This is an optimization exercise on Yosys and OpenROAD, whose aim is small area, not a production implementation.
RTL that was checked went through simulation tests only; none was proved equivalent to the original.

run 1:
// ALU_wrapper
module ALU_wrapper( clk, reset, ABCmd_i, LoadA_i, LoadB_i, LoadCmd_i, ACC_o, Done_o);
For scale: roughly 400 cells after synthesis, about 28 flip-flops.
==> flow/config.mk <==
export PLATFORM = sky130hd
export DESIGN_NAME = ALU_wrapper
export DESIGN_NICKNAME = ALU_wrapper
export VERILOG_FILES = /design/flow/design.v
export SDC_FILE = /design/flow/constraint.sdc
export NUM_CORES = 4
export LEC_CHECK = 0
export CAP_MARGIN = 20
export CORE_MARGIN = 2
export CORE_UTILIZATION = 40
export GPL_TIMING_DRIVEN = 0
export SLEW_MARGIN = 20
==> flow/constraint.sdc <==
create_clock -name core_clock -period 6.0 [get_ports {clk}]
set_input_delay 1.2000 -clock core_clock [delete_from_list [all_inputs] [get_ports {clk}]]
set_output_delay 1.2000 -clock core_clock [all_outputs]
set_load 0.01 [all_outputs]
standard.sh (not shown) runs the stock make flow with config.mk's settings and CLKGATE_MAP_FILE= SYNTH_SCRIPT=/design/flow/synth_recipe.tcl, a recipe that flattens the netlist after the stock synthesis.
==> flow/flow/run.sh <==
#!/bin/bash
# Own layout flow: the standard ORFS flow, except that
#  - synthesis maps the design's FA/HA adder modules straight onto the
#    sky130 fa_1/ha_1 cells (flow/my_synth.tcl), and
#  - port buffers are the smallest buffer (buf_1).
# Each tool's output goes to a log file of its own in this folder.
set -euo pipefail
W=$(pwd)
F=$W/flow
# same make call as standard.sh, with our synthesis script
sed "s#SYNTH_SCRIPT=[^ ]*#SYNTH_SCRIPT=$F/my_synth.tcl#" standard.sh > my_standard.sh
grep -q "SYNTH_SCRIPT=$F/my_synth.tcl" my_standard.sh
# my_synth.tcl = synth_recipe.tcl with our own synth wrapper in place of its first line
{ echo "source $F/synth_pre.tcl"; tail -n +2 synth_recipe.tcl; } > $F/my_synth.tcl
export MY_FLOW_DIR=$F
if [[ -f $F/env.sh ]]; then source $F/env.sh; fi
bash my_standard.sh synth > synth.log 2>&1
bash my_standard.sh > layout.log 2>&1
==> flow/flow/abc3.script <==
strash
ifraig
dc2
dch -f
map -a
mfs2
strash
dch -f
map -a
topo
==> flow/flow/adder_map.v <==
module FA(a, b, c, s, co);
	input a, b, c;
	output s, co;
	sky130_fd_sc_hd__fa_1 _TECHMAP_REPLACE_ (.A(a), .B(b), .CIN(c), .SUM(s), .COUT(co));
endmodule

module HA(a, b, s, co);
	input a, b;
	output s, co;
	sky130_fd_sc_hd__ha_1 _TECHMAP_REPLACE_ (.A(a), .B(b), .SUM(s), .COUT(co));
endmodule
==> flow/flow/env.sh <==
export BUFFER_PORTS_ARGS="-buffer_cell sky130_fd_sc_hd__buf_1"
export MY_NO_EXTRACT_FA=1
export MY_ABC_SCRIPT=abc3.script
export SETUP_MOVE_SEQUENCE="unbuffer,sizeup,swap"
==> flow/flow/my_synth.tcl <==
source /design/flow/flow/synth_pre.tcl
source $::env(SCRIPTS_DIR)/synth.tcl
# left out here: clear keep_hierarchy, flatten, clean up, hide names made inside functions, write 1_2_yosys.v
==> flow/flow/synth_pre.tcl <==
# Replaces the first line of synth_recipe.tcl (which wraps synth in -nofsm -noshare).
# Before the first synth call, the FA/HA adder modules of the design are mapped
# straight onto the platform's full/half adder cells, and ABC is given an
# area-oriented script.
proc synth {args} {
  if { ![info exists ::my_adders_mapped] } {
    set ::my_adders_mapped 1
    yosys proc
    yosys techmap -map $::env(MY_FLOW_DIR)/adder_map.v
    if { [info exists ::env(MY_NO_EXTRACT_FA)] } {
      unset ::env(ADDER_MAP_FILE)
    }
    if { [info exists ::env(MY_ABC_SCRIPT)] } {
      set i [lsearch -exact $::abc_args -script]
      lset ::abc_args [expr {$i + 1}] $::env(MY_FLOW_DIR)/$::env(MY_ABC_SCRIPT)
    }
  }
  yosys synth -nofsm -noshare {*}$args
}
What run 2 does differently from run 1 at the input level:
--- a/flow/design.v
+++ b/flow/design.v
@@ -21,32 +21,32 @@
 	output Done_o;
 	reg [7:0] rA, rB, ACC_o;
 	wire [3:0] op  = ABCmd_i[3:0];
 	wire       CI  = ABCmd_i[4];
 	wire       shr = ABCmd_i[5];
 	wire       BCD = ABCmd_i[6];
 	wire       MUL = ABCmd_i[7];
 	reg [2:0] state;
-	wire RO      = ~state[2] & ~state[1];
-	wire LoadA   =  state[1] & ~state[0];
-	wire LoadB   =  state[1] &  state[0];
-	wire LoadCmd =  state[2];
-	assign Done_o = ~state[1] & state[0];
+	wire RO      = ~state[1];
+	wire LoadA   = ~state[2] &  state[1] & ~state[0];
+	wire LoadB   =  state[0];
+	wire LoadCmd =  state[2] &  state[1];
+	assign Done_o = state[2] & ~state[1];
 	wire nA = (RO & ~LoadCmd_i & ~LoadB_i & LoadA_i) | (LoadA & ~LoadB_i & ~LoadCmd_i) |
 	          (LoadB & LoadA_i) | (LoadCmd & LoadA_i);
 	wire nB = (RO & ~LoadCmd_i & LoadB_i) | (LoadA & LoadB_i) |
 	          (LoadB & ~LoadA_i & ~LoadCmd_i) | (LoadCmd & ~LoadA_i & LoadB_i);
 	wire nC = (RO & LoadCmd_i) | (LoadA & ~LoadB_i & LoadCmd_i) | (LoadB & ~LoadA_i & LoadCmd_i);
 	wire nO = LoadCmd & ~LoadA_i & ~LoadB_i;
 	always @(posedge clk or posedge reset)
 		if (reset)
 			state <= 3'b000;
 		else
-			state <= {nC, nA | nB, nB | nO};
+			state <= {nC | nO, nA | nB | nC, nB};
 	always @(posedge clk or posedge reset)
 		if (reset) begin
 			rA <= 0;
 			rB <= 0;
 		end else begin
 			if (LoadA) rA <= ABCmd_i;
 			if (LoadB) rB <= ABCmd_i;
 		end
Register-to-register path setup slack | run 2 below run 1. Compared with run 1, run 2 shows area of the die that has gone down slightly. In run 2 the post-synthesis share of cell area spent on and, or, nand and nor gates turned out 2.6 points lower than in run 1. Routed wire length came out lower on run 2 than on run 1. Lower summed instance area of the synthesized netlist goes to run 2 over run 1. Relative area change from synthesis to final layout on run 2 is down relative to run 1.
No functional check of the RTL was part of run 1.

==> what the ideal ports hide <==
Ports are ideal in the flow. The routed layouts listed here were re-timed in OpenROAD. Step 1 assumes that a clkbuf_16 drives the clock port and a buf_2 every other input. Step 2 adds t to the input delays and takes it off the output delays; t is the mean of the earliest and latest rising clock arrival at the registers after step 1. Input paths then give back, and output paths get back, about the clock's delay inside the block. Three values: ideal, step 1, step 2; two values: the first two.
run	t (ns)	setup slack, ns	worst setup path at the end
run 1	0.307	0.301 / 0.292 / -0.016	input to register
run 2	0.309	0.212 / 0.212 / -0.067	input to register
Met with ideal ports but missed after step 2: setup timing in run 1 and run 2. The setup slack of run 1, which loses most, moves by -0.009 ns with the drivers and by -0.317 ns with both steps.
